From an optimization exercise on the open Yosys and OpenROAD flow, aimed at small area; shortcuts taken in it are not production practice. In this exercise RTL edits were held to simulation tests only and were not proved equivalent to the original.

## design/flow/design.v

```verilog
module lsd_filter (
    input  [11:0] x,
    input  [11:0] s1,
    input  [11:0] s2,
    output [11:0] d
);
  wire f0, f1, f2, f3, f4, f5, f6, f7;
  wire f8, f9, f10, f11, f12, f13, f14, f15;
  wire f16, f17, f18, f19, f20, f21, f22, f23;
  wire f24, f25, f26, f27, f28, f29, f30, f31;
  wire f32, f33, f34, f35, f36, f37, f38, f39;
  wire f40, f41, f42, f43, f44, f45, f46, f47;
  wire f48, f49, f50, f51, f52, f53, f54, f55;
  wire f56, f57, f58, f59, f60, f61, f62, f63;
  wire f64, f65, f66, f67, f68, f69, f70, f71;
  wire f72, f73, f74, f75, f76, f77, f78, f79;
  wire f80, f81, f82, f83, f84, f85, f86, f87;
  wire f88, f89, f90, f91, f92, f93, f94, f95;
  wire f96, f97, f98, f99, f100, f101, f102, f103;
  wire f104, f105, f106, f107, f108, f109, f110, f111;
  wire f112, f113, f114, f115, f116, f117, f118, f119;
  wire f120, f121, f122, f123, f124, f125, f126, f127;
  wire f128, f129, f130, f131, f132, f133, f134, f135;
  wire f136, f137, f138, f139, f140, f141, f142, f143;
  wire f144, f145, f146, f147, f148, f149, f150, f151;
  wire f152, f153, f154, f155, f156, f157, f158, f159;
  wire f160, f161, f162, f163, f164, f165, f166, f167;
  wire f168, f169, f170, f171, f172, f173, f174, f175;
  wire f176, f177, f178, f179, f180, f181, f182, f183;
  wire f184, f185, f186, f187, f188, f189, f190, f191;
  wire f192, f193, f194, f195, f196, f197, f198, f199;
  wire f200, f201, f202, f203, f204, f205, f206, f207;
  wire f208, f209, f210, f211, f212, f213, f214, f215;
  wire f216, f217;
  assign f0 = s1[1] ^ ~s2[0] ^ ~s2[1];
  assign f1 = (s1[1] & ~s2[0]) | (s1[1] & ~s2[1]) | (~s2[0] & ~s2[1]);
  assign f2 = s1[0] ^ s1[2] ^ ~s2[1];
  assign f3 = (s1[0] & s1[2]) | (s1[0] & ~s2[1]) | (s1[2] & ~s2[1]);
  assign f4 = s1[0] ^ s1[1] ^ s1[3];
  assign f5 = (s1[0] & s1[1]) | (s1[0] & s1[3]) | (s1[1] & s1[3]);
  assign f6 = s1[1] ^ s1[2] ^ s1[4];
  assign f7 = (s1[1] & s1[2]) | (s1[1] & s1[4]) | (s1[2] & s1[4]);
  assign f8 = s1[2] ^ s1[3] ^ s1[5];
  assign f9 = (s1[2] & s1[3]) | (s1[2] & s1[5]) | (s1[3] & s1[5]);
  assign f10 = s1[3] ^ s1[4] ^ s1[6];
  assign f11 = (s1[3] & s1[4]) | (s1[3] & s1[6]) | (s1[4] & s1[6]);
  assign f12 = ~s2[0] ^ ~s2[5] ^ ~s2[6];
  assign f13 = (~s2[0] & ~s2[5]) | (~s2[0] & ~s2[6]) | (~s2[5] & ~s2[6]);
  assign f14 = s1[0] ^ s1[4] ^ s1[5];
  assign f15 = (s1[0] & s1[4]) | (s1[0] & s1[5]) | (s1[4] & s1[5]);
  assign f16 = s1[7] ^ ~s2[0] ^ ~s2[1];
  assign f17 = (s1[7] & ~s2[0]) | (s1[7] & ~s2[1]) | (~s2[0] & ~s2[1]);
  assign f18 = ~(~s2[6] ^ ~s2[7]);
  assign f19 = ~s2[6] | ~s2[7];
  assign f20 = s1[1] ^ s1[5] ^ s1[6];
  assign f21 = (s1[1] & s1[5]) | (s1[1] & s1[6]) | (s1[5] & s1[6]);
  assign f22 = s1[8] ^ ~s2[1] ^ ~s2[2];
  assign f23 = (s1[8] & ~s2[1]) | (s1[8] & ~s2[2]) | (~s2[1] & ~s2[2]);
  assign f24 = s1[2] ^ s1[6] ^ s1[7];
  assign f25 = (s1[2] & s1[6]) | (s1[2] & s1[7]) | (s1[6] & s1[7]);
  assign f26 = s1[9] ^ ~s2[2] ^ ~s2[3];
  assign f27 = (s1[9] & ~s2[2]) | (s1[9] & ~s2[3]) | (~s2[2] & ~s2[3]);
  assign f28 = s1[0] ^ s1[3] ^ s1[7];
  assign f29 = (s1[0] & s1[3]) | (s1[0] & s1[7]) | (s1[3] & s1[7]);
  assign f30 = s1[8] ^ s1[10] ^ ~s2[3];
  assign f31 = (s1[8] & s1[10]) | (s1[8] & ~s2[3]) | (s1[10] & ~s2[3]);
  assign f32 = ~s2[4] ^ ~s2[9] ^ ~s2[10];
  assign f33 = (~s2[4] & ~s2[9]) | (~s2[4] & ~s2[10]) | (~s2[9] & ~s2[10]);
  assign f34 = s1[1] ^ s1[4] ^ s1[8];
  assign f35 = (s1[1] & s1[4]) | (s1[1] & s1[8]) | (s1[4] & s1[8]);
  assign f36 = s1[9] ^ ~s1[11] ^ ~s2[4];
  assign f37 = (s1[9] & ~s1[11]) | (s1[9] & ~s2[4]) | (~s1[11] & ~s2[4]);
  assign f38 = ~s2[5] ^ ~s2[10] ^ s2[11];
  assign f39 = (~s2[5] & ~s2[10]) | (~s2[5] & s2[11]) | (~s2[10] & s2[11]);
  assign f40 = s1[2] ^ s1[5] ^ s1[9];
  assign f41 = (s1[2] & s1[5]) | (s1[2] & s1[9]) | (s1[5] & s1[9]);
  assign f42 = s1[10] ^ ~s2[5] ^ ~s2[6];
  assign f43 = (s1[10] & ~s2[5]) | (s1[10] & ~s2[6]) | (~s2[5] & ~s2[6]);
  assign f44 = s1[3] ^ s1[6] ^ s1[10];
  assign f45 = (s1[3] & s1[6]) | (s1[3] & s1[10]) | (s1[6] & s1[10]);
  assign f46 = ~s1[11] ^ ~s2[6] ^ ~s2[7];
  assign f47 = (~s1[11] & ~s2[6]) | (~s1[11] & ~s2[7]) | (~s2[6] & ~s2[7]);
  assign f48 = s1[4] ^ s1[7] ^ ~s1[11];
  assign f49 = (s1[4] & s1[7]) | (s1[4] & ~s1[11]) | (s1[7] & ~s1[11]);
  assign f50 = s1[5] ^ s1[8] ^ ~s2[8];
  assign f51 = (s1[5] & s1[8]) | (s1[5] & ~s2[8]) | (s1[8] & ~s2[8]);
  assign f52 = s1[6] ^ s1[9] ^ ~s2[9];
  assign f53 = (s1[6] & s1[9]) | (s1[6] & ~s2[9]) | (s1[9] & ~s2[9]);
  assign f54 = s1[7] ^ s1[10] ^ ~s2[10];
  assign f55 = (s1[7] & s1[10]) | (s1[7] & ~s2[10]) | (s1[10] & ~s2[10]);
  assign f56 = s1[8] ^ ~s1[11] ^ s2[11];
  assign f57 = (s1[8] & ~s1[11]) | (s1[8] & s2[11]) | (~s1[11] & s2[11]);
  assign f58 = f1 ^ f2 ^ ~s2[2];
  assign f59 = (f1 & f2) | (f1 & ~s2[2]) | (f2 & ~s2[2]);
  assign f60 = f3 ^ f4 ^ ~s2[2];
  assign f61 = (f3 & f4) | (f3 & ~s2[2]) | (f4 & ~s2[2]);
  assign f62 = f5 ^ f6 ^ ~s2[3];
  assign f63 = (f5 & f6) | (f5 & ~s2[3]) | (f6 & ~s2[3]);
  assign f64 = f7 ^ f8 ^ ~s2[4];
  assign f65 = (f7 & f8) | (f7 & ~s2[4]) | (f8 & ~s2[4]);
  assign f66 = f9 ^ f10 ^ f12;
  assign f67 = (f9 & f10) | (f9 & f12) | (f10 & f12);
  assign f68 = f11 ^ f13 ^ f14;
  assign f69 = (f11 & f13) | (f11 & f14) | (f13 & f14);
  assign f70 = f15 ^ f17 ^ f19;
  assign f71 = (f15 & f17) | (f15 & f19) | (f17 & f19);
  assign f72 = f20 ^ f22 ^ ~s2[7];
  assign f73 = (f20 & f22) | (f20 & ~s2[7]) | (f22 & ~s2[7]);
  assign f74 = f21 ^ f23 ^ f24;
  assign f75 = (f21 & f23) | (f21 & f24) | (f23 & f24);
  assign f76 = f26 ^ ~s2[8] ^ ~s2[9];
  assign f77 = (f26 & ~s2[8]) | (f26 & ~s2[9]) | (~s2[8] & ~s2[9]);
  assign f78 = f25 ^ f27 ^ f28;
  assign f79 = (f25 & f27) | (f25 & f28) | (f27 & f28);
  assign f80 = f29 ^ f31 ^ f33;
  assign f81 = (f29 & f31) | (f29 & f33) | (f31 & f33);
  assign f82 = f34 ^ f36 ^ f38;
  assign f83 = (f34 & f36) | (f34 & f38) | (f36 & f38);
  assign f84 = f35 ^ f37 ^ f39;
  assign f85 = (f35 & f37) | (f35 & f39) | (f37 & f39);
  assign f86 = f40 ^ f42 ^ s2[11];
  assign f87 = (f40 & f42) | (f40 & s2[11]) | (f42 & s2[11]);
  assign f88 = f41 ^ f43 ^ f44;
  assign f89 = (f41 & f43) | (f41 & f44) | (f43 & f44);
  assign f90 = f45 ^ f47 ^ f48;
  assign f91 = (f45 & f47) | (f45 & f48) | (f47 & f48);
  assign f92 = f49 ^ f50 ^ ~s2[9];
  assign f93 = (f49 & f50) | (f49 & ~s2[9]) | (f50 & ~s2[9]);
  assign f94 = f51 ^ f52 ^ ~s2[10];
  assign f95 = (f51 & f52) | (f51 & ~s2[10]) | (f52 & ~s2[10]);
  assign f96 = f53 ^ f54 ^ s2[11];
  assign f97 = (f53 & f54) | (f53 & s2[11]) | (f54 & s2[11]);
  assign f98 = ~(f55 ^ f56);
  assign f99 = f55 | f56;
  assign f100 = f59 ^ f60 ^ ~s2[3];
  assign f101 = (f59 & f60) | (f59 & ~s2[3]) | (f60 & ~s2[3]);
  assign f102 = f61 ^ f62 ^ ~s2[4];
  assign f103 = (f61 & f62) | (f61 & ~s2[4]) | (f62 & ~s2[4]);
  assign f104 = f63 ^ f64 ^ ~s2[5];
  assign f105 = (f63 & f64) | (f63 & ~s2[5]) | (f64 & ~s2[5]);
  assign f106 = ~(f65 ^ f66);
  assign f107 = f65 | f66;
  assign f108 = f67 ^ f68 ^ f16;
  assign f109 = (f67 & f68) | (f67 & f16) | (f68 & f16);
  assign f110 = f69 ^ f70 ^ f72;
  assign f111 = (f69 & f70) | (f69 & f72) | (f70 & f72);
  assign f112 = f71 ^ f73 ^ f74;
  assign f113 = (f71 & f73) | (f71 & f74) | (f73 & f74);
  assign f114 = f75 ^ f77 ^ f78;
  assign f115 = (f75 & f77) | (f75 & f78) | (f77 & f78);
  assign f116 = f30 ^ f32 ^ x[0];
  assign f117 = (f30 & f32) | (f30 & x[0]) | (f32 & x[0]);
  assign f118 = f79 ^ f80 ^ f82;
  assign f119 = (f79 & f80) | (f79 & f82) | (f80 & f82);
  assign f120 = f81 ^ f83 ^ f84;
  assign f121 = (f81 & f83) | (f81 & f84) | (f83 & f84);
  assign f122 = f85 ^ f87 ^ f88;
  assign f123 = (f85 & f87) | (f85 & f88) | (f87 & f88);
  assign f124 = f89 ^ f90 ^ ~s2[7];
  assign f125 = (f89 & f90) | (f89 & ~s2[7]) | (f90 & ~s2[7]);
  assign f126 = f91 ^ f92 ^ x[5];
  assign f127 = (f91 & f92) | (f91 & x[5]) | (f92 & x[5]);
  assign f128 = f93 ^ f94 ^ x[6];
  assign f129 = (f93 & f94) | (f93 & x[6]) | (f94 & x[6]);
  assign f130 = f95 ^ f96 ^ x[7];
  assign f131 = (f95 & f96) | (f95 & x[7]) | (f96 & x[7]);
  assign f132 = f97 ^ f98 ^ x[8];
  assign f133 = (f97 & f98) | (f97 & x[8]) | (f98 & x[8]);
  assign f134 = f99 ^ f57 ^ s1[9];
  assign f135 = (f99 & f57) | (f99 & s1[9]) | (f57 & s1[9]);
  assign f136 = ~(s1[10] ^ x[10]);
  assign f137 = s1[10] | x[10];
  assign f138 = ~(~s1[11] ^ ~x[11]);
  assign f139 = ~s1[11] | ~x[11];
  assign f140 = f107 ^ f108 ^ f18;
  assign f141 = (f107 & f108) | (f107 & f18) | (f108 & f18);
  assign f142 = f109 ^ f110 ^ ~s2[8];
  assign f143 = (f109 & f110) | (f109 & ~s2[8]) | (f110 & ~s2[8]);
  assign f144 = f111 ^ f112 ^ f76;
  assign f145 = (f111 & f112) | (f111 & f76) | (f112 & f76);
  assign f146 = f113 ^ f114 ^ f116;
  assign f147 = (f113 & f114) | (f113 & f116) | (f114 & f116);
  assign f148 = f115 ^ f117 ^ f118;
  assign f149 = (f115 & f117) | (f115 & f118) | (f117 & f118);
  assign f150 = f119 ^ f120 ^ f86;
  assign f151 = (f119 & f120) | (f119 & f86) | (f120 & f86);
  assign f152 = f121 ^ f122 ^ f46;
  assign f153 = (f121 & f122) | (f121 & f46) | (f122 & f46);
  assign f154 = f123 ^ f124 ^ ~s2[8];
  assign f155 = (f123 & f124) | (f123 & ~s2[8]) | (f124 & ~s2[8]);
  assign f156 = ~(f125 ^ f126);
  assign f157 = f125 | f126;
  assign f158 = ~(f127 ^ f128);
  assign f159 = f127 | f128;
  assign f160 = f133 ^ f134 ^ x[9];
  assign f161 = (f133 & f134) | (f133 & x[9]) | (f134 & x[9]);
  assign f162 = f145 ^ f146 ^ x[11];
  assign f163 = (f145 & f146) | (f145 & x[11]) | (f146 & x[11]);
  assign f164 = f147 ^ f148 ^ x[1];
  assign f165 = (f147 & f148) | (f147 & x[1]) | (f148 & x[1]);
  assign f166 = f149 ^ f150 ^ x[2];
  assign f167 = (f149 & f150) | (f149 & x[2]) | (f150 & x[2]);
  assign f168 = f151 ^ f152 ^ x[3];
  assign f169 = (f151 & f152) | (f151 & x[3]) | (f152 & x[3]);
  assign f170 = f153 ^ f154 ^ x[4];
  assign f171 = (f153 & f154) | (f153 & x[4]) | (f154 & x[4]);
  assign f172 = f159 ^ f129 ^ f130;
  assign f173 = (f159 & f129) | (f159 & f130) | (f129 & f130);
  assign f174 = f161 ^ f135 ^ f136;
  assign f175 = (f161 & f135) | (f161 & f136) | (f135 & f136);
  assign f176 = f171 ^ f155 ^ f156;
  assign f177 = (f171 & f155) | (f171 & f156) | (f155 & f156);
  assign f178 = f173 ^ f131 ^ f132;
  assign f179 = (f173 & f131) | (f173 & f132) | (f131 & f132);
  assign f180 = f175 ^ f137 ^ f138;
  assign f181 = (f175 & f137) | (f175 & f138) | (f137 & f138);
  assign f182 = f177 ^ f157 ^ f158;
  assign f183 = (f177 & f157) | (f177 & f158) | (f157 & f158);
  assign f184 = (s1[0] & ~s2[0]) | (s1[0] & ~x[11]) | (~s2[0] & ~x[11]);
  assign f185 = (f0 & 1'b1) | (f0 & f184) | (1'b1 & f184);
  assign f186 = f58 & f185;
  assign f187 = f100 & f186;
  assign f188 = (f101 & f102) | (f101 & f187) | (f102 & f187);
  assign f189 = (f103 & f104) | (f103 & f188) | (f104 & f188);
  assign f190 = (f105 & f106) | (f105 & f189) | (f106 & f189);
  assign f191 = f140 & f190;
  assign f192 = (f141 & f142) | (f141 & f191) | (f142 & f191);
  assign f193 = (f143 & f144) | (f143 & f192) | (f144 & f192);
  assign f194 = f162 ^ f193;
  assign f195 = f162 & f193;
  assign f196 = f163 ^ f164 ^ f195;
  assign f197 = (f163 & f164) | (f163 & f195) | (f164 & f195);
  assign f198 = f165 ^ f166 ^ f197;
  assign f199 = (f165 & f166) | (f165 & f197) | (f166 & f197);
  assign f200 = f167 ^ f168 ^ f199;
  assign f201 = (f167 & f168) | (f167 & f199) | (f168 & f199);
  assign f202 = f169 ^ f170 ^ f201;
  assign f203 = (f169 & f170) | (f169 & f201) | (f170 & f201);
  assign f204 = f176 ^ f203;
  assign f205 = f176 & f203;
  assign f206 = f182 ^ f205;
  assign f207 = f182 & f205;
  assign f208 = f183 ^ f172 ^ f207;
  assign f209 = (f183 & f172) | (f183 & f207) | (f172 & f207);
  assign f210 = f178 ^ f209;
  assign f211 = f178 & f209;
  assign f212 = f179 ^ f160 ^ f211;
  assign f213 = (f179 & f160) | (f179 & f211) | (f160 & f211);
  assign f214 = f174 ^ f213;
  assign f215 = f174 & f213;
  assign f216 = f180 ^ f215;
  assign f217 = f180 & f215;
  assign d = {f216, f214, f212, f210, f208, f206, f204, f202, f200, f198, f196, f194};
endmodule
module lsd_mag (
    input  [11:0] d,
    input  [11:0] s2,
    output [11:0] y,
    output [10:0] u
);
  wire m0, m1, m2, m3, m4, m5, m6, m7;
  wire m8, m9, m10, m11, m12, m13, m14, m15;
  wire m16, m17, m18, m19, m20, m21, m22, m23;
  wire m24, m25, m26, m27, m28, m29, m30, m31;
  wire m32, m33, m34, m35, m36, m37, m38, m39;
  wire m40, m41, m42, m43, m44, m45, m46, m47;
  wire m48, m49, m50, m51, m52, m53, m54, m55;
  wire m56, m57, m58, m59, m60, m61, m62, m63;
  wire m64, m65, m66, m67, m68, m69, m70, m71;
  wire m72, m73, m74, m75, m76, m77, m78, m79;
  wire m80, m81, m82, m83, m84, m85, m86, m87;
  wire m88, m89, m90, m91, m92, m93, m94, m95;
  wire m96, m97, m98, m99, m100, m101, m102, m103;
  wire m104, m105, m106, m107, m108, m109, m110, m111;
  wire m112, m113, m114, m115, m116, m117, m118, m119;
  wire m120, m121, m122, m123, m124, m125, m126, m127;
  wire m128, m129, m130, m131, m132, m133, m134, m135;
  wire m136, m137, m138, m139, m140, m141, m142, m143;
  wire m144, m145, m146;
  assign m0 = ~(d[0] ^ ~s2[0]);
  assign m1 = d[0] | ~s2[0];
  assign m2 = m1 ^ d[1] ^ ~s2[1];
  assign m3 = (m1 & d[1]) | (m1 & ~s2[1]) | (d[1] & ~s2[1]);
  assign m4 = m3 ^ d[2] ^ ~s2[2];
  assign m5 = (m3 & d[2]) | (m3 & ~s2[2]) | (d[2] & ~s2[2]);
  assign m6 = m5 ^ d[3] ^ ~s2[3];
  assign m7 = (m5 & d[3]) | (m5 & ~s2[3]) | (d[3] & ~s2[3]);
  assign m8 = m7 ^ d[4] ^ ~s2[4];
  assign m9 = (m7 & d[4]) | (m7 & ~s2[4]) | (d[4] & ~s2[4]);
  assign m10 = m9 ^ d[5] ^ ~s2[5];
  assign m11 = (m9 & d[5]) | (m9 & ~s2[5]) | (d[5] & ~s2[5]);
  assign m12 = m11 ^ d[6] ^ ~s2[6];
  assign m13 = (m11 & d[6]) | (m11 & ~s2[6]) | (d[6] & ~s2[6]);
  assign m14 = m13 ^ d[7] ^ ~s2[7];
  assign m15 = (m13 & d[7]) | (m13 & ~s2[7]) | (d[7] & ~s2[7]);
  assign m16 = m15 ^ d[8] ^ ~s2[8];
  assign m17 = (m15 & d[8]) | (m15 & ~s2[8]) | (d[8] & ~s2[8]);
  assign m18 = m17 ^ d[9] ^ ~s2[9];
  assign m19 = (m17 & d[9]) | (m17 & ~s2[9]) | (d[9] & ~s2[9]);
  assign m20 = m19 ^ d[10] ^ ~s2[10];
  assign m21 = (m19 & d[10]) | (m19 & ~s2[10]) | (d[10] & ~s2[10]);
  assign m22 = m21 ^ ~d[11] ^ s2[11];
  assign m23 = (m21 & ~d[11]) | (m21 & s2[11]) | (~d[11] & s2[11]);
  assign m24 = m23 ^ 1'b1;
  assign m25 = m23 & 1'b1;
  assign m26 = ~m0 ^ m4 ^ ~m12;
  assign m27 = (~m0 & m4) | (~m0 & ~m12) | (m4 & ~m12);
  assign m28 = ~m2 ^ m6 ^ ~m14;
  assign m29 = (~m2 & m6) | (~m2 & ~m14) | (m6 & ~m14);
  assign m30 = m0 ^ ~m4 ^ m8;
  assign m31 = (m0 & ~m4) | (m0 & m8) | (~m4 & m8);
  assign m32 = m2 ^ ~m6 ^ m10;
  assign m33 = (m2 & ~m6) | (m2 & m10) | (~m6 & m10);
  assign m34 = m4 ^ ~m8 ^ m12;
  assign m35 = (m4 & ~m8) | (m4 & m12) | (~m8 & m12);
  assign m36 = m6 ^ ~m10 ^ m14;
  assign m37 = (m6 & ~m10) | (m6 & m14) | (~m10 & m14);
  assign m38 = m8 ^ ~m12 ^ m16;
  assign m39 = (m8 & ~m12) | (m8 & m16) | (~m12 & m16);
  assign m40 = m10 ^ ~m14 ^ m18;
  assign m41 = (m10 & ~m14) | (m10 & m18) | (~m14 & m18);
  assign m42 = m12 ^ ~m16 ^ m20;
  assign m43 = (m12 & ~m16) | (m12 & m20) | (~m16 & m20);
  assign m44 = m14 ^ ~m18 ^ m22;
  assign m45 = (m14 & ~m18) | (m14 & m22) | (~m18 & m22);
  assign m46 = m16 ^ ~m20 ^ ~m24;
  assign m47 = (m16 & ~m20) | (m16 & ~m24) | (~m20 & ~m24);
  assign m48 = ~(m18 ^ ~m22);
  assign m49 = m18 | ~m22;
  assign m50 = m29 ^ m30 ^ ~m16;
  assign m51 = (m29 & m30) | (m29 & ~m16) | (m30 & ~m16);
  assign m52 = m31 ^ m32 ^ ~m18;
  assign m53 = (m31 & m32) | (m31 & ~m18) | (m32 & ~m18);
  assign m54 = m33 ^ m34 ^ ~m20;
  assign m55 = (m33 & m34) | (m33 & ~m20) | (m34 & ~m20);
  assign m56 = m35 ^ m36 ^ ~m22;
  assign m57 = (m35 & m36) | (m35 & ~m22) | (m36 & ~m22);
  assign m58 = m37 ^ m38 ^ m24;
  assign m59 = (m37 & m38) | (m37 & m24) | (m38 & m24);
  assign m60 = ~(m39 ^ m40);
  assign m61 = m39 | m40;
  assign m62 = ~(m41 ^ m42);
  assign m63 = m41 | m42;
  assign m64 = ~(m43 ^ m44);
  assign m65 = m43 | m44;
  assign m66 = m49 ^ m20 ^ m24;
  assign m67 = (m49 & m20) | (m49 & m24) | (m20 & m24);
  assign m68 = ~(m57 ^ m58);
  assign m69 = m57 | m58;
  assign m70 = m65 ^ m45 ^ m46;
  assign m71 = (m65 & m45) | (m65 & m46) | (m45 & m46);
  assign m72 = ~(m67 ^ m22);
  assign m73 = m67 | m22;
  assign m74 = m69 ^ m59 ^ m60;
  assign m75 = (m69 & m59) | (m69 & m60) | (m59 & m60);
  assign m76 = m71 ^ m47 ^ m48;
  assign m77 = (m71 & m47) | (m71 & m48) | (m47 & m48);
  assign m78 = m75 ^ m61 ^ m62;
  assign m79 = (m75 & m61) | (m75 & m62) | (m61 & m62);
  assign m80 = m79 ^ m63 ^ m64;
  assign m81 = (m79 & m63) | (m79 & m64) | (m63 & m64);
  assign m82 = ~m0 & 1'b1;
  assign m83 = ~m2 & m82;
  assign m84 = ~m4 & m83;
  assign m85 = ~m6 & m84;
  assign m86 = (m0 & ~m8) | (m0 & m85) | (~m8 & m85);
  assign m87 = (m2 & ~m10) | (m2 & m86) | (~m10 & m86);
  assign m88 = (m26 & 1'b1) | (m26 & m87) | (1'b1 & m87);
  assign m89 = (m27 & m28) | (m27 & m88) | (m28 & m88);
  assign m90 = m50 & m89;
  assign m91 = m51 ^ m52 ^ m90;
  assign m92 = (m51 & m52) | (m51 & m90) | (m52 & m90);
  assign m93 = m53 ^ m54 ^ m92;
  assign m94 = (m53 & m54) | (m53 & m92) | (m54 & m92);
  assign m95 = m55 ^ m56 ^ m94;
  assign m96 = (m55 & m56) | (m55 & m94) | (m56 & m94);
  assign m97 = m68 ^ m96;
  assign m98 = m68 & m96;
  assign m99 = m74 ^ m98;
  assign m100 = m74 & m98;
  assign m101 = m78 ^ m100;
  assign m102 = m78 & m100;
  assign m103 = m80 ^ m102;
  assign m104 = m80 & m102;
  assign m105 = m81 ^ m70 ^ m104;
  assign m106 = (m81 & m70) | (m81 & m104) | (m70 & m104);
  assign m107 = m76 ^ m106;
  assign m108 = m76 & m106;
  assign m109 = m77 ^ m66 ^ m108;
  assign m110 = (m77 & m66) | (m77 & m108) | (m66 & m108);
  assign m111 = m72 ^ m110;
  assign m112 = m72 & m110;
  assign m113 = m73 ^ ~m24 ^ m112;
  assign m114 = (m73 & ~m24) | (m73 & m112) | (~m24 & m112);
  assign m115 = m91 ^ m113;
  assign m116 = m115 ^ m113;
  assign m117 = m115 & m113;
  assign m118 = m93 ^ m113;
  assign m119 = m118 ^ m117;
  assign m120 = m118 & m117;
  assign m121 = m95 ^ m113;
  assign m122 = m121 ^ m120;
  assign m123 = m121 & m120;
  assign m124 = m97 ^ m113;
  assign m125 = m124 ^ m123;
  assign m126 = m124 & m123;
  assign m127 = m99 ^ m113;
  assign m128 = m127 ^ m126;
  assign m129 = m127 & m126;
  assign m130 = m101 ^ m113;
  assign m131 = m130 ^ m129;
  assign m132 = m130 & m129;
  assign m133 = m103 ^ m113;
  assign m134 = m133 ^ m132;
  assign m135 = m133 & m132;
  assign m136 = m105 ^ m113;
  assign m137 = m136 ^ m135;
  assign m138 = m136 & m135;
  assign m139 = m107 ^ m113;
  assign m140 = m139 ^ m138;
  assign m141 = m139 & m138;
  assign m142 = m109 ^ m113;
  assign m143 = m142 ^ m141;
  assign m144 = m142 & m141;
  assign m145 = m111 ^ m113;
  assign m146 = m145 ^ m144;
  assign u = {m146, m143, m140, m137, m134, m131, m128, m125, m122, m119, m116};
  assign y = {m113, m111, m109, m107, m105, m103, m101, m99, m97, m95, m93, m91};
endmodule
module lsd_pop (
    input  [22:0] z,
    output [4:0] cnt
);
  wire p0, p1, p2, p3, p4, p5, p6, p7;
  wire p8, p9, p10, p11, p12, p13, p14, p15;
  wire p16, p17, p18, p19, p20, p21, p22, p23;
  wire p24, p25, p26, p27, p28, p29, p30, p31;
  wire p32, p33, p34, p35, p36, p37, p38, p39;
  wire p40, p41, p42, p43;
  assign p0 = z[0] ^ z[1] ^ z[2];
  assign p1 = (z[0] & z[1]) | (z[0] & z[2]) | (z[1] & z[2]);
  assign p2 = z[3] ^ z[4] ^ z[5];
  assign p3 = (z[3] & z[4]) | (z[3] & z[5]) | (z[4] & z[5]);
  assign p4 = z[6] ^ z[7] ^ z[8];
  assign p5 = (z[6] & z[7]) | (z[6] & z[8]) | (z[7] & z[8]);
  assign p6 = z[9] ^ z[10] ^ z[11];
  assign p7 = (z[9] & z[10]) | (z[9] & z[11]) | (z[10] & z[11]);
  assign p8 = z[12] ^ z[13] ^ z[14];
  assign p9 = (z[12] & z[13]) | (z[12] & z[14]) | (z[13] & z[14]);
  assign p10 = z[15] ^ z[16] ^ z[17];
  assign p11 = (z[15] & z[16]) | (z[15] & z[17]) | (z[16] & z[17]);
  assign p12 = z[18] ^ z[19] ^ z[20];
  assign p13 = (z[18] & z[19]) | (z[18] & z[20]) | (z[19] & z[20]);
  assign p14 = ~(z[21] ^ z[22]);
  assign p15 = z[21] | z[22];
  assign p16 = p0 ^ p2 ^ p4;
  assign p17 = (p0 & p2) | (p0 & p4) | (p2 & p4);
  assign p18 = p6 ^ p8 ^ p10;
  assign p19 = (p6 & p8) | (p6 & p10) | (p8 & p10);
  assign p20 = p1 ^ p3 ^ p5;
  assign p21 = (p1 & p3) | (p1 & p5) | (p3 & p5);
  assign p22 = p7 ^ p9 ^ p11;
  assign p23 = (p7 & p9) | (p7 & p11) | (p9 & p11);
  assign p24 = ~(p13 ^ p15);
  assign p25 = p13 | p15;
  assign p26 = p16 ^ p18 ^ p12;
  assign p27 = (p16 & p18) | (p16 & p12) | (p18 & p12);
  assign p28 = p17 ^ p19 ^ p20;
  assign p29 = (p17 & p19) | (p17 & p20) | (p19 & p20);
  assign p30 = p21 ^ p23 ^ p25;
  assign p31 = (p21 & p23) | (p21 & p25) | (p23 & p25);
  assign p32 = p27 ^ p28 ^ p22;
  assign p33 = (p27 & p28) | (p27 & p22) | (p28 & p22);
  assign p34 = p33 ^ p29 ^ p30;
  assign p35 = (p33 & p29) | (p33 & p30) | (p29 & p30);
  assign p36 = p26 ^ p14;
  assign p37 = p26 & p14;
  assign p38 = p32 ^ p24 ^ p37;
  assign p39 = (p32 & p24) | (p32 & p37) | (p24 & p37);
  assign p40 = p34 ^ p39;
  assign p41 = p34 & p39;
  assign p42 = p35 ^ p31 ^ p41;
  assign p43 = (p35 & p31) | (p35 & p41) | (p31 & p41);
  assign cnt = {p43, p42, p40, p38, p36};
endmodule
`timescale 1ns / 1ps
module lsort_detect (
    input               clk,
    input               rst_n,
    input               in_valid,
    input        [ 1:0] in_channel,
    input        [11:0] in_data,
    output logic        out_valid,
    output logic [ 1:0] out_channel,
    output logic [10:0] out_data,
    output logic        out_spike,
    output logic [38:0] out_time
);
  localparam int NW = 23;   
  logic [1:0] ph;
  always_ff @(posedge clk or negedge rst_n)
    if (!rst_n) ph <= 2'd0;
    else ph <= ph + 2'd1;
  logic [1:0] dly;
  logic [3:1] ev;
  logic [11:0] ed1, ed2, ed3;
  assign dly = in_channel - ph;
  always_ff @(posedge clk or negedge rst_n)
    if (!rst_n) ev <= '0;
    else begin
      ev[1] <= in_valid && dly == 2'd3;
      ev[2] <= ev[1] || (in_valid && dly == 2'd2);
      ev[3] <= ev[2] || (in_valid && dly == 2'd1);
    end
  always_ff @(posedge clk) begin
    ed1 <= in_data;
    ed2 <= (in_valid && dly == 2'd2) ? in_data : ed1;
    ed3 <= (in_valid && dly == 2'd1) ? in_data : ed2;
  end
  logic pv;
  logic [11:0] x;
  assign pv = ev[3] || (in_valid && dly == 2'd0);
  assign x  = ev[3] ? ed3 : in_data;
  logic [23:0] flt0, flt1, flt2, flt3;   
  logic seen3;
  always_ff @(posedge clk or negedge rst_n)
    if (!rst_n) seen3 <= 1'b0;
    else if (pv && ph == 2'd3) seen3 <= 1'b1;
  logic [11:0] s1, s2, d;
  assign s1 = seen3 ? flt3[23:12] : 12'd0;
  assign s2 = seen3 ? flt3[11:0] : 12'd0;
  lsd_filter u_filter (
      .x (x),
      .s1(s1),
      .s2(s2),
      .d (d)
  );
  logic v1;
  logic [11:0] s2o;
  always_ff @(posedge clk or negedge rst_n)
    if (!rst_n) v1 <= 1'b0;
    else v1 <= pv;
  always_ff @(posedge clk) begin
    flt0 <= pv ? {d, s1} : flt3;
    flt1 <= flt0;
    flt2 <= flt1;
    flt3 <= flt2;
    s2o  <= s2;
  end
  logic [10:0] u;
  lsd_mag u_mag (
      .d (flt0[23:12]),
      .s2(s2o),
      .y (),
      .u (u)
  );
  logic v2;
  logic [10:0] u2;
  always_ff @(posedge clk or negedge rst_n)
    if (!rst_n) v2 <= 1'b0;
    else v2 <= v1;
  always_ff @(posedge clk) u2 <= u;
  logic [5:0] g;   
  assign g = (u2[10:6] != 0) ? 6'd63 : (u2[5:0] == 0) ? 6'd0 : u2[5:0] - 6'd1;
  logic [NW-1:0][5:0] win0, win1, win2, win3;
  always_ff @(posedge clk) begin
    win0 <= win3;
    win1 <= v2 ? {win0[NW-2:0], g} : win0;
    win2 <= win1;
    win3 <= win2;
  end
  logic [4:0] fill;
  always_ff @(posedge clk or negedge rst_n)
    if (!rst_n) fill <= '0;
    else if (v2 && ph == 2'd1 && fill != 5'd23) fill <= fill + 5'd1;
  logic [5:0] q;
  logic [NW-1:0] lt;
  logic [4:0] nlt;
  assign q = u2[10:5] - {5'd0, u2[4:0] == 5'd0};
  always_comb
    for (int j = 0; j < NW; j++) begin
      logic c;
      c = 1'b0;
      for (int b = 0; b < 6; b++) c = (~win0[j][b] & q[b]) | ((~win0[j][b] | q[b]) & c);
      lt[j] = (5'(j) < fill) && c;
    end
  lsd_pop u_pop (
      .z  (lt),
      .cnt(nlt)   
  );
  assign out_valid = v2;
  assign out_data  = u2;
  assign out_spike = (u2 != 11'd0) && nlt[4];
  logic [40:0] cnt, cnt_carry;
  assign {out_time, out_channel} = cnt;
  always_comb begin
    cnt_carry[0] = v2;
    for (int b = 1; b < 41; b++) cnt_carry[b] = cnt_carry[b-1] & cnt[b-1];
  end
  always_ff @(posedge clk or negedge rst_n)
    if (!rst_n) cnt <= '0;
    else cnt <= cnt ^ cnt_carry;
endmodule
```

## design/flow/constraint.sdc

```tcl
create_clock -name core_clock -period 14.0 [get_ports {clk}]
set_input_delay 2.8000 -clock core_clock [delete_from_list [all_inputs] [get_ports {clk}]]
set_output_delay 2.8000 -clock core_clock [all_outputs]
set_load 0.01 [all_outputs]
```

## design/flow/config.mk

```make
export PLATFORM = sky130hd
export DESIGN_NAME = lsort_detect
export DESIGN_NICKNAME = lsort_detect
export VERILOG_FILES = /design/flow/design.v
export SDC_FILE = /design/flow/constraint.sdc
export NUM_CORES = 4
export LEC_CHECK = 0
export CAP_MARGIN = 20
export CORE_MARGIN = 2
export CORE_UTILIZATION = 40
export CTS_CLUSTER_DIAMETER = 100
export CTS_CLUSTER_SIZE = 30
export SLEW_MARGIN = 20
```

## design/flow/standard.sh

```bash
#!/bin/bash
# synth_recipe.tcl (not shown) runs the flow's synth.tcl, then flattens the netlist and writes it again
# the make line also repeats each setting of config.mk as NAME=value (left out here)
make -C /OpenROAD-flow-scripts/flow DESIGN_CONFIG=/design/flow/config.mk WORK_HOME=/design/flow/orfs CLKGATE_MAP_FILE= SYNTH_SCRIPT=/design/flow/synth_recipe.tcl "${@:-finish}"
```

## design/flow/flow/fa_polarity.py

```python
#!/usr/bin/env python3
"""Removes inverters around full adders in a Yosys gate-level netlist.

Yosys's extract_fa gives each full adder the polarity it finds first, so
chains of adders often pass through inverters. A full adder is self-dual:
FA(~a, ~b, ~c) = (~sum, ~carry), so each adder may take either polarity.
This pass folds the netlist's inverters into signal polarities, chooses the
polarity of every adder by local search to need the fewest inverters, and
writes the netlist back with one inverter per signal that some sink needs
inverted. Registers and all other cells are left as they are.

usage: fa_polarity.py IN.v OUT.v
"""
import random
import re
import sys

INV = "sky130_fd_sc_hd__inv_1"
OUT_PINS = {"X", "Y", "Q", "Q_N", "SUM", "COUT", "HI", "LO"}


def parse(text):
    m = re.search(r"^\s*module\s+(\S+)\s*\((.*?)\);", text, re.S | re.M)
    head_end = m.end()
    body_end = text.rindex("endmodule")
    body = text[head_end:body_end]
    items = []
    cell_re = re.compile(
        r"\s*(\S+)\s+(\\\S+\s|\S+)\s*\(\s*((?:\.\w+\([^()]*\)\s*,?\s*)*)\);", re.S)
    stmts = re.findall(r"[^;]*;", body, re.S)
    for s in stmts:
        cm = cell_re.fullmatch(s)
        if cm and cm.group(1).startswith("sky130_"):
            pins = [[p, n.strip()] for p, n in re.findall(r"\.(\w+)\(([^()]*)\)", cm.group(3))]
            items.append(["cell", cm.group(1), cm.group(2).strip(), pins])
        else:
            items.append(["text", s])
    tail = body[sum(len(x) for x in stmts):]
    return text[:head_end], items, tail, text[body_end:]


def run(src, dst, iters=300000, seed=1):
    text = open(src).read()
    head, items, tail, end = parse(text)
    cells = [it for it in items if it[0] == "cell"]

    # nets that assigns or ports name keep their driver and value
    fixed_text = " ".join(it[1] for it in items
                          if it[0] == "text" and it[1].strip().startswith("assign")) + head
    names = set(re.findall(r"\\\S+|[A-Za-z_][\w$]*", fixed_text))

    def fixed(n):
        return n in names or n.split("[")[0] in names

    def is_inv(c):
        return re.fullmatch(r"sky130_fd_sc_hd__inv_\d+", c[1]) is not None

    def is_fa(c):
        return re.fullmatch(r"sky130_fd_sc_hd__fa_\d+", c[1]) is not None

    drv = {}
    for c in cells:
        for p, n in c[3]:
            if p in OUT_PINS:
                drv[n] = c
    # foldable inverters: those whose output net is not fixed
    fold = set()
    for c in cells:
        if is_inv(c) and not fixed(dict(c[3])["Y"]):
            fold.add(id(c))

    def base(n):
        pol = 0
        seen = 0
        while n in drv and id(drv[n]) in fold and seen < 100:
            n = dict(drv[n][3])["A"]
            pol ^= 1
            seen += 1
        return n, pol

    fas = [c for c in cells if is_fa(c)]
    fa_index = {id(c): i for i, c in enumerate(fas)}
    # requirements: signal -> list of (adder index or -1, polarity)
    req = {}
    for c in cells:
        if id(c) in fold:
            continue
        fi = fa_index.get(id(c), -1)
        for p, n in c[3]:
            if p in OUT_PINS:
                continue
            s, pol = base(n)
            req.setdefault(s, []).append((fi, pol))
    for c in cells:
        if id(c) in fold:
            continue
        for p, n in c[3]:
            if p in OUT_PINS and fixed(n):
                req.setdefault(n, []).append((-1, 0))
    src_fa = {}
    for c in fas:
        for p, n in c[3]:
            if p in ("SUM", "COUT"):
                src_fa[n] = fa_index[id(c)]
    sigs = list(req)
    sig_id = {s: i for i, s in enumerate(sigs)}
    touch = [[] for _ in fas]
    for s in sigs:
        if s in src_fa:
            touch[src_fa[s]].append(sig_id[s])
        for fi, _ in req[s]:
            if fi >= 0:
                touch[fi].append(sig_id[s])
    touch = [sorted(set(t)) for t in touch]
    x = [0] * len(fas)

    def cost(si):
        s = sigs[si]
        pi = x[src_fa[s]] if s in src_fa else 0
        for fi, pol in req[s]:
            if (pol ^ (x[fi] if fi >= 0 else 0)) != pi:
                return 1
        return 0

    cur = [cost(i) for i in range(len(sigs))]
    total0 = sum(cur)
    total = total0
    best = total
    best_x = list(x)
    rng = random.Random(seed)
    for it in range(iters if fas else 0):
        temp = max(0.05, 1.0 - it / (0.8 * iters))
        f = rng.randrange(len(fas))
        x[f] ^= 1
        new = [(si, cost(si)) for si in touch[f]]
        delta = sum(c for _, c in new) - sum(cur[si] for si in touch[f])
        if delta <= 0 or rng.random() < pow(2.718281828, -delta / temp):
            for si, c in new:
                cur[si] = c
            total += delta
            if total < best:
                best = total
                best_x = list(x)
        else:
            x[f] ^= 1
    x = best_x

    # rebuild: one inverter per signal that some sink needs inverted
    inv_net = {}
    new_cells = []
    for s in sigs:
        pi = x[src_fa[s]] if s in src_fa else 0
        if any((pol ^ (x[fi] if fi >= 0 else 0)) != pi for fi, pol in req[s]):
            m = f"fapol_n{len(inv_net)}"
            inv_net[s] = m
            new_cells.append(["cell", INV, f"fapol_i{len(inv_net)}", [["A", s], ["Y", m]]])
    for c in cells:
        if id(c) in fold:
            continue
        fi = fa_index.get(id(c), -1)
        for pn in c[3]:
            p, n = pn
            if p in OUT_PINS:
                continue
            s, pol = base(n)
            want = pol ^ (x[fi] if fi >= 0 else 0)
            pi = x[src_fa[s]] if s in src_fa else 0
            pn[1] = s if want == pi else inv_net[s]
    for c in cells:
        if id(c) in fold:
            c[1] = None
    out = [head]
    out.append("".join(f"\n  wire {w};" for w in sorted(inv_net.values())))
    esc = chr(92)
    for it in items + new_cells:
        if it[0] == "text":
            out.append(it[1])
        elif it[1] is not None:
            conns = ",\n".join(f"    .{p}({n}{' ' if n.startswith(esc) else ''})"
                               for p, n in it[3])
            name = it[2] + (" " if it[2].startswith(esc) else "")
            out.append(f"\n  {it[1]} {name} (\n{conns}\n  );")
    out.append(tail)
    out.append(end)
    open(dst, "w").write("".join(out))
    print(f"fa_polarity: {len(fas)} adders, {len(fold)} inverters folded, "
          f"{len(inv_net)} placed ({total0} before the search)")


if __name__ == "__main__":
    run(sys.argv[1], sys.argv[2])
```

## design/flow/flow/run.sh

```bash
#!/bin/bash
# Layout flow: the standard layout (standard.sh) with two changes:
#  - after the standard synthesis, fa_polarity.py picks the polarity of each
#    full adder so that fewer inverters sit between adders (the registers and
#    all other cells stay as synthesis made them);
#  - the port buffers are the smallest buffer cell.
# Each step's output goes to a log of its own here; the tools' own logs are
# under orfs/logs.
set -euo pipefail
export BUFFER_PORTS_ARGS="-buffer_cell sky130_fd_sc_hd__buf_1"
R=orfs/results/${FLOW_PLATFORM}/lsort_detect/base
bash standard.sh synth > flow_synth.log 2>&1
cp $R/1_2_yosys.v flow_yosys_standard.v
python3 flow/fa_polarity.py flow_yosys_standard.v $R/1_2_yosys.new.v > flow_fa_polarity.log 2>&1
# the edited netlist is newer than 1_synth.odb, so make rebuilds it from there
mv $R/1_2_yosys.new.v $R/1_2_yosys.v
bash standard.sh finish > flow_finish.log 2>&1
```

==> reports/metrics.yaml, run 1 <==
worst_setup_path:
  r2r_setup_slack_ps: 2570
  worst_setup_ep_type: "flop"
  critical_path.max_fanout: 12
  slowest_delay_ps: 590
  worstRegToRegCells: 45
  cp_data_required_time_ps: 14540
  worstReg2RegEnd: "u2[10]"
  r2r-start: "flt0[12]"
  start_kind: "flop"
  timing.critical_path.mode_cell: "fa_1"
  crit_arrival_ps: 11970
  worst-setup-path-type: "flop to flop"
  slowest_stage: "fa_1"
sta:
  totalNegativeSetupSlack_ps: 0
  unrepaired_setup_endpoints_after_global_routing: "no"
  setup_violations: 0
  report.final.hold_viol_count: 0
  fin_crit_share: 0.816
  transition_time_at_the_pin_with_the_least_slew_margin_ps: 997
  timing_max_transition_violations_final: 0
  period_minus_slack_ps: 11430
  max_freq_mhz: 87.5
  clock_skew_ps: 27.0
  slew_headroom: 0.335
final_layout:
  nets: 2104
  antenna_cells: 0
  areaGrowthSynthToFinish_pct: 8.50
  finalCoreUtilization: 0.438
  drive_above_1_share: 0.130
clocking:
  clock_tree.buffer_depth: 3
  clock_sink_count: 761
  h-tree-depth: 1
  numCtsBuffers: 30
  worstSkewPairLatency_ps: 640
  worst_setup_hold_path_clk_slew_ps: 120
  post_cts_resized: 0
  cts_post_setup_buffers_inserted: 0
  postCtsHoldBufs: 0
  clock-root-buffer: "clkbuf_16"
  clock_tree_from_tritoncts: "done"
drt:
  wl_per_cell_um: 15.7
  drt_pre_antenna_iters: 6
  post_detailed_routing_wire_length_mm: 42.3
  route.antenna.remaining_nets: 0
  post-route-drc-count: 0
  detail_route.iter0.violations: 635
  via_density_per_instance: 4.72
  dr_total_vias: 12759
worst_hold_path:
  worstHoldEndpoint: "flt3[16]"
  holdCritStartpoint: "flt2[16]"
  min_path_cells: 0
  min-delay-path-class: "flop to flop"
floorplan:
  die_y_um: 253
  core_area_um2: 61600
  dieArea_um2: 64100
  ios: 71
  dieWidth_um: 253
  num_rows: 91
  initial_core_util: 0.403
global_route:
  grt_pass1_vias: 13466
  grt_pass1_wl_mm: 71.3
  global_route.usage.total: 0.137
  grt_start_max_net_pins: 66
  antenna_found_initial: 1
  globalRoute.totalOverflow: 0
run_status:
  result_of_the_run: "timing/DRC/antenna clean"
synth:
  synthesis.yosys.warnings: 1
  post_synth_inst_count: 1804
  synth_area_um2: 24900
  synth.avg_cell_area_um2: 13.8
  synth_nets: 2049
placed_design:
  hpwlAfterDp_mm: 29.1
  routabilityCongestion: 0.815
  numPortBuffers: 70
job:
  max_cap_viol_count: 0
==> routing by layer <==
metal  global-route usage  part of all wire  vias to the layer above
met1                0.192              0.49                     6464
met4               0.0303             0.017                        0
met3               0.0170             0.027                       45
met5                    0                 0                        -
li1                     -                 -                     6143
met2                0.225              0.47                      107
==> worst max-delay path by stage <==
stage / from / slack, ps / end
2_1_floorplan: flt0[12] / 2670 / u2[10]
3_3_place_gp: flt0[12] / 2720 / u2[10]
3_5_place_dp: flt0[12] / 2460 / u2[10]
4_1_cts: flt0[12] / 2480 / u2[10]
5_1_grt: flt0[12] / 1970 / u2[10]
6_report: flt0[12] / 2570 / u2[10]
==> per-stage QoR <==
| stage | area (um^2) | cells | setup slack, ps | hold WS (ps) |
|---|---|---|---|---|
| after CTS | 27000 | 2702 | 2480 | 319 |
| after floorplan | 24900 | 1804 | 2670 | 310 |
| after global routing | 27000 | 2702 | 1970 | 328 |
| after detailed placement | 26100 | 2664 | 2460 | 312 |
| after global placement | 26100 | 2664 | 2720 | 310 |
| final | 27000 | 2702 | 2570 | 324 |
==> layout make-up <==
type | instances | area, um^2
Clock buffer | 34 | 776
Multi-Input combinational cell | 874 | 8770
Timing Repair Buffer | 84 | 369
Clock inverter | 4 | 92.6
Sequential cell | 761 | 15500
Fill cell | 5612 | 34600
Inverter | 108 | 405
Tap cell | 837 | 1050
==> sequential cells by signal, summed over array words and instances (netlist names), 24 cells and up <==
| register | flops |
|---|---|
| flt2 | 24 |
| flt0 | 24 |
| cnt | 41 |
| win2 | 138 |
| flt3 | 24 |
| win0 | 138 |
| flt1 | 24 |
| win1 | 138 |
| win3 | 138 |
==> critical path, delay by kind of cell, from the launching register on <==
| family | cells | cell delay [ps] |
|---|---|---|
| flip-flops | 1 | 340 |
| buffers and inverters | 9 | 760 |
| XOR/XNOR | 4 | 570 |
| adder cells (fa/ha/maj) | 32 | 9680 |
==> cell usage in the layout (no fill, tap or decap), types with 3 or more instances in the layout <==
cell type and instances:
a41oi_1 4, a211o_1 3, o22ai_1 21, ha_1 85, fa_1 143, nand3b_1 4
mux2_2 178, nor3_1 8, a211oi_1 6, maj3_1 3, dfrtp_1 53, o221ai_1 23
o211ai_1 4, clkbuf_1 3, a21oi_1 32, mux2i_1 3, nand2_1 93, o311ai_1 8
nand2b_1 4, nand3_1 54, buf_4 14, and2_1 3, inv_1 108, nor2_1 56
o2111ai_1 18, dfxtp_1 707, or2_2 4, and3_1 5, clkbuf_16 30, o21ai_0 29
a31oi_1 6, o311a_1 10, buf_1 69, xor2_1 10, xnor2_1 20
==> inputs of run 2 (changes only) <==
--- a/design/flow/design.v
+++ b/design/flow/design.v
@@ -569,10 +569,9 @@
     win2 <= win1;
     win3 <= win2;
   end
-  logic [4:0] fill;
-  always_ff @(posedge clk or negedge rst_n)
-    if (!rst_n) fill <= '0;
-    else if (v2 && ph == 2'd1 && fill != 5'd23) fill <= fill + 5'd1;
+  logic [NW-1:0] old_ok;
+  always_comb
+    for (int j = 0; j < NW; j++) old_ok[j] = (out_time[38:5] != 0) || (5'(j) < out_time[4:0]);
   logic [5:0] q;
   logic [NW-1:0] lt;
   logic [4:0] nlt;
@@ -582,7 +581,7 @@
       logic c;
       c = 1'b0;
       for (int b = 0; b < 6; b++) c = (~win0[j][b] & q[b]) | ((~win0[j][b] | q[b]) & c);
-      lt[j] = (5'(j) < fill) && c;
+      lt[j] = old_ok[j] && c;
     end
   lsd_pop u_pop (
       .z  (lt),
@@ -591,13 +590,13 @@
   assign out_valid = v2;
   assign out_data  = u2;
   assign out_spike = (u2 != 11'd0) && nlt[4];
-  logic [40:0] cnt, cnt_carry;
-  assign {out_time, out_channel} = cnt;
+  assign out_channel = ph + 2'd2;
+  logic [38:0] tcarry;
   always_comb begin
-    cnt_carry[0] = v2;
-    for (int b = 1; b < 41; b++) cnt_carry[b] = cnt_carry[b-1] & cnt[b-1];
+    tcarry[0] = v2 && ph == 2'd1;
+    for (int b = 1; b < 39; b++) tcarry[b] = tcarry[b-1] & out_time[b-1];
   end
   always_ff @(posedge clk or negedge rst_n)
-    if (!rst_n) cnt <= '0;
-    else cnt <= cnt ^ cnt_carry;
+    if (!rst_n) out_time <= '0;
+    else out_time <= out_time ^ tcarry;
 endmodule
--- a/design/flow/config.mk
+++ b/design/flow/config.mk
@@ -7,7 +7,7 @@
 export LEC_CHECK = 0
 export CAP_MARGIN = 20
 export CORE_MARGIN = 2
-export CORE_UTILIZATION = 40
-export CTS_CLUSTER_DIAMETER = 100
-export CTS_CLUSTER_SIZE = 30
+export CORE_UTILIZATION = 60
+export CTS_CLUSTER_DIAMETER = 80
+export CTS_CLUSTER_SIZE = 36
 export SLEW_MARGIN = 20
==> reports/metrics.yaml, run 2 <==
sta:
  transition_time_at_the_pin_with_the_least_slew_margin_ps: 877  # was 997 ps
  period_minus_slack_ps: 11450  # was 11430 ps
  unrepaired_setup_endpoints_after_global_routing: "no"  # unchanged
  max_freq_mhz: 87.4  # was 87.5 MHz
  fin_crit_share: 0.818  # was 0.816
  totalNegativeSetupSlack_ps: 0  # unchanged
  timing_max_transition_violations_final: 0  # unchanged
  setup_violations: 0  # unchanged
  report.final.hold_viol_count: 0  # unchanged
  slew_headroom: 0.399  # was 0.335
  clock_skew_ps: 37.4  # was 27.0 ps
final_layout:
  drive_above_1_share: 0.143  # was 0.130
  mostFrequentLayoutCell: "dfxtp_1"  # unchanged
  finalInstanceArea_um2: 26500  # was 27000 um^2
  most-common-layout-cells: "707 x dfxtp_1, 179 x mux2_2, 143 x fa_1, 109 x inv_1, 82 x ha_1"  # was 707 x dfxtp_1, 178 x mux2_2, 143 x fa_1, 108 x inv_1, 93 x nand2_1
  antenna_cells: 0  # unchanged
  areaGrowthSynthToFinish_pct: 8.00  # was 8.50%
  nets: 2039  # was 2104
global_route:
  grt_start_max_net_pins: 62  # was 66
  globalRoute.totalOverflow: 0  # unchanged
  groute.layer.met3.usage: 0.0271  # was 0.0170
  grt-busiest-layer: "met1"  # was met2
  grtUsageMet2: 0.313  # was 0.225
  grt_pass1_wl_mm: 67.2  # was 71.3 mm
  antenna_found_initial: 0  # was 1
  grt_pass1_vias: 12214  # was 13466
  use_met1: 0.313  # was 0.192
  global_route.usage.total: 0.204  # was 0.137
drt:
  wl_per_cell_um: 17.9  # was 15.7 um
  route.antenna.remaining_nets: 0  # unchanged
  via_density_per_instance: 5.19  # was 4.72
  post-route-drc-count: 0  # unchanged
  drt_pre_antenna_iters: 4  # was 6
  post_detailed_routing_wire_length_mm: 42.0  # was 42.3 mm
  detail_route.iter0.violations: 604  # was 635
  dr_total_vias: 12175  # was 12759
placed_design:
  post_dp_cell_area_um2: 25400  # was 26100 um^2
  routabilityCongestion: 0.782  # was 0.815
  hpwlAfterDp_mm: 29.2  # was 29.1 mm
  numPortBuffers: 70  # unchanged
clocking:
  post_cts_resized: 0  # unchanged
  clock_tree.buffer_depth: 3  # unchanged
  clock_tree_from_tritoncts: "done"  # unchanged
  worst_setup_hold_path_clk_slew_ps: 120  # about the same
  worstSkewPairLatency_ps: 620  # was 640 ps
  cts_post_setup_buffers_inserted: 0  # unchanged
  clock_sink_count: 754  # was 761
  postCtsHoldBufs: 0  # unchanged
  numCtsBuffers: 30  # unchanged
  h-tree-depth: 1  # unchanged
  clock-root-buffer: "clkbuf_16"  # unchanged
worst_setup_path:
  worst_setup_ep_type: "flop"  # unchanged
  timing.critical_path.mode_cell: "fa_1"  # unchanged
  worst-setup-path-type: "flop to flop"  # unchanged
  start_kind: "flop"  # unchanged
  cp_data_required_time_ps: 14520  # was 14540 ps
  critical_path.max_fanout: 12  # unchanged
  slowest_delay_ps: 580  # was 590 ps
  slowest_stage: "fa_1"  # unchanged
  worstSetupStartpoint: "flt0[12]"  # unchanged
  r2r-start: "flt0[12]"  # unchanged
  crit_arrival_ps: 11970  # about the same
floorplan:
  dieArea_um2: 42500  # was 64100 um^2
  core_area_um2: 40600  # was 61600 um^2
  initial_core_util: 0.604  # was 0.403
  num_rows: 74  # was 91
  die_y_um: 206  # was 253 um
  ios: 71  # unchanged
  dieWidth_um: 206  # was 253 um
synth:
  synth_nets: 1977  # was 2049
  synth_area_um2: 24500  # was 24900 um^2
  synth.avg_cell_area_um2: 14.1  # was 13.8 um^2
  synthesis.yosys.warnings: 1  # unchanged
  post_synth_inst_count: 1735  # was 1804
job:
  max_cap_viol_count: 0  # unchanged
worst_hold_path:
  holdCritStartpoint: "flt1[11]"  # was flt2[16]
  min-delay-path-class: "flop to flop"  # unchanged
run_status:
  result_of_the_run: "timing/DRC/antenna clean"  # unchanged
[run 2: final timing paths]
check,slack (ps),depth (start not counted),to
worst min register to register,300,0,flt2[11]
worst min-delay path,300,0,flt2[11]
min in group asynchronous,2270,2,out_time[12]
worst max register to register,2550,45,u2[10]
worst max-delay path,2550,45,u2[10]
max in group asynchronous,11280,2,v2
[run 2: area by class of cell]
class                           count  area (um^2)
Clock buffer                       33          783
Clock inverter                     18          285
Fill cell                        3038        14100
Inverter                          109          409
Multi-Input combinational cell    818         8590
Sequential cell                   754        15300
Tap cell                          532          666
Timing Repair Buffer               84          389
[run 2: per-stage QoR]
stage / worst slack (ps) / hold slack, ps / instances / utilization
floorplan: 2670 / 310 / 1735 / -
global placement: 2720 / 310 / 2296 / 0.625
detailed placement: 2460 / 312 / 2296 / 0.625
CTS: 2440 / 296 / 2347 / 0.652
global route: 1880 / 299 / 2348 / 0.652
finish: 2550 / 296 / 2348 / 0.652
[run 2: critical path: cells and delay by family (launching register included)]
family	cells	cell delay [ps]
fa+ha+maj	32	9640
flops	1	350
xor+xnor	4	590
buf+inv	9	750
[run 2: layer usage]
metal,routed length [um],share of wire,vias up
met3,1400,0.033,46
li1,-,-,5897
met4,700,0.017,0
met2,18700,0.45,149
met1,21200,0.50,6083
met5,0,0,-
==> inputs of run 3 (changes only) <==
--- a/design/flow/config.mk
+++ b/design/flow/config.mk
@@ -7,7 +7,7 @@
 export LEC_CHECK = 0
 export CAP_MARGIN = 20
 export CORE_MARGIN = 2
-export CORE_UTILIZATION = 60
-export CTS_CLUSTER_DIAMETER = 80
-export CTS_CLUSTER_SIZE = 36
+export CORE_UTILIZATION = 35
+export CTS_CLUSTER_DIAMETER = 100
+export CTS_CLUSTER_SIZE = 30
 export SLEW_MARGIN = 20
==> reports/metrics.yaml, run 3 <==
final_layout:
  most-common-layout-cells: "707 x dfxtp_1, 179 x mux2_2, 143 x fa_1, 109 x inv_1, 82 x ha_1"  # unchanged
  areaGrowthSynthToFinish_pct: 8.87  # was 8.00%
  nFillCells: 6513  # was 3038
  finalCoreUtilization: 0.387  # was 0.652
  antenna_cells: 0  # unchanged
  multi_input_area_um2: 8600  # was 8590 um^2
  drive_above_1_share: 0.134  # was 0.143
  nets: 2035  # was 2039
  mostFrequentLayoutCell: "dfxtp_1"  # unchanged
  layout.area.seq_um2: 15300  # unchanged
  finalInstanceArea_um2: 26700  # was 26500 um^2
clocking:
  postCtsHoldBufs: 0  # unchanged
  clock_tree.buffer_depth: 3  # unchanged
  clock_sink_count: 754  # unchanged
  worstSkewPairLatency_ps: 620  # about the same
  h-tree-depth: 1  # unchanged
  numCtsBuffers: 29  # was 30
  clock_tree_from_tritoncts: "done"  # unchanged
  worst_setup_hold_path_clk_slew_ps: 110  # was 120 ps
  post_cts_resized: 0  # unchanged
  cts_post_setup_buffers_inserted: 0  # unchanged
  clock-root-buffer: "clkbuf_16"  # unchanged
sta:
  setup_violations: 0  # unchanged
  slack_of_the_critical_path_ps: 2440  # was 2550 ps
  max_freq_mhz: 86.5  # was 87.4 MHz
  report.final.hold_viol_count: 0  # unchanged
  whs_ps: 316  # was 296 ps
  unrepaired_setup_endpoints_after_global_routing: "no"  # unchanged
  period_minus_slack_ps: 11560  # was 11450 ps
  slew_headroom: 0.289  # was 0.399
  timing_max_transition_violations_final: 0  # unchanged
  fin_crit_share: 0.826  # was 0.818
  clock_skew_ps: 38.3  # was 37.4 ps
  transition_time_at_the_pin_with_the_least_slew_margin_ps: 1070  # was 877 ps
  totalNegativeSetupSlack_ps: 0  # unchanged
floorplan:
  dieArea_um2: 72100  # was 42500 um^2
  die_y_um: 269  # was 206 um
  initial_core_util: 0.355  # was 0.604
  num_rows: 96  # was 74
  dieWidth_um: 269  # was 206 um
  ios: 71  # unchanged
  core_area_um2: 68900  # was 40600 um^2
drt:
  drt_pre_antenna_iters: 5  # was 4
  via_density_per_instance: 4.47  # was 5.19
  dr_total_vias: 12211  # was 12175
  detail_route.iter0.violations: 642  # was 604
  post-route-drc-count: 0  # unchanged
  post_detailed_routing_wire_length_mm: 42.5  # was 42.0 mm
  wl_per_cell_um: 15.6  # was 17.9 um
  route.antenna.remaining_nets: 0  # unchanged
placed_design:
  dp_slack_ps: 2400  # was 2460 ps
  routabilityCongestion: 0.778  # was 0.782
  hpwlAfterDp_mm: 29.8  # was 29.2 mm
  post_dp_cell_area_um2: 25800  # was 25400 um^2
  numPortBuffers: 70  # unchanged
worst_hold_path:
  min-delay-path-class: "flop to flop"  # unchanged
global_route:
  grt_pass1_wl_mm: 70.3  # was 67.2 mm
  global_route.usage.total: 0.122  # was 0.204
  antenna_found_initial: 0  # unchanged
  grt_start_max_net_pins: 77  # was 62
  grt_pass1_vias: 12896  # was 12214
  globalRoute.totalOverflow: 0  # unchanged
worst_setup_path:
  timing.critical_path.mode_cell: "fa_1"  # unchanged
  slowest_delay_ps: 570  # was 580 ps
  number_of_buffers_and_inverters_on_the_critical_path: 9  # unchanged
  critPathTopFamily: "adder cells"  # unchanged
  slowest_stage: "fa_1"  # unchanged
  critical_path.max_fanout: 12  # unchanged
  start_kind: "flop"  # unchanged
  crit_arrival_ps: 12050  # was 11970 ps
  worst_setup_ep_type: "flop"  # unchanged
  cp_data_required_time_ps: 14490  # was 14520 ps
  worst-setup-path-type: "flop to flop"  # unchanged
synth:
  synth_area_um2: 24500  # unchanged
  synth.avg_cell_area_um2: 14.1  # unchanged
  synthesis.yosys.warnings: 1  # unchanged
  post_synth_inst_count: 1735  # unchanged
  synth_nets: 1977  # unchanged
run_status:
  result_of_the_run: "timing/DRC/antenna clean"  # unchanged
job:
  max_cap_viol_count: 0  # unchanged
run 3: changes by cell type in the layout (fill, tap and decap cells not counted), moves of 2 or more:
cell,previous run,this run
clkbuf_16,31,29
inv_6,5,2
clkinv_16,4,0
clkinvlp_4,3,0
buf_4,13,11
clkbuf_1,2,6
run 3: path summary, 6_finish.rpt:
kind / from / end / slack [ps] / cells past startpoint
max: flt0[12] / u2[10] / 2440 / 45
min: win1[5] / win2[5] / 320 / 0
min reg2reg: win1[5] / win2[5] / 320 / 0
max in group asynchronous: rst_n / v2 / 11260 / 2
min in group asynchronous: rst_n / ev[1] / 2260 / 2
max reg2reg: flt0[12] / u2[10] / 2440 / 45
run 3: final cells by class:
cell class / instances / area share
multi-input cells: 818 / 0.322
inverters: 109 / 0.0153
clock buffers: 35 / 0.0281
repair buffers: 81 / 0.0130
well taps: 931 / 0.0437
clock inverters: 5 / 0.00258
flip-flops and latches: 754 / 0.575
run 3: worst register-to-register path, delay by kind of cell, from the launching register on:
family / cells / cell delay (ps)
fa+ha+maj: 32 / 9750
buf+inv: 9 / 770
xor+xnor: 4 / 590
flops: 1 / 350
run 3: metal layers:
metal | share of wire | up-vias | GRT usage
li1 | - | 5876 | -
met1 | 0.48 | 6145 | 0.168
met2 | 0.46 | 131 | 0.202
met3 | 0.031 | 59 | 0.0170
met4 | 0.023 | 0 | 0.0332
met5 | 0 | - | 0
run 3: metrics by stage:
step | cells
after CTS | 2733
after global placement | 2693
after floorplan | 1735
final | 2733
after global routing | 2733
after detailed placement | 2693

## re-timing with driven ports
The flow's constraints put no driver on any port. The routed layouts listed below were extracted and timed again, unchanged, in two steps.
Step 1: set_driving_cell puts a clkbuf_16 on clk and a buf_2 on each other input, an assumption about the parent block.
Step 2 times the ports against the registers' clock, not the clock port: input delays grow and output delays shrink by t, the midpoint of the rising clock arrivals with the driver on.
Three values: ideal, step 1, step 2; two values: the first two.
run	t, ns	setup slack, ns	hold slack, ns	worst setup path at the end	clock arrival spread, ns
run 1	0.683	2.572 / 2.572 / 2.572	0.324 / 0.324 / 0.324	register to register	0.036 / 0.036
run 2	0.660	2.554 / 2.554 / 2.554	0.296 / 0.296 / 0.296	register to register	0.038 / 0.038
run 3	0.663	2.442 / 2.442 / 2.442	0.316 / 0.316 / 0.316	register to register	0.044 / 0.044
After both steps setup and hold are still met in every run listed.
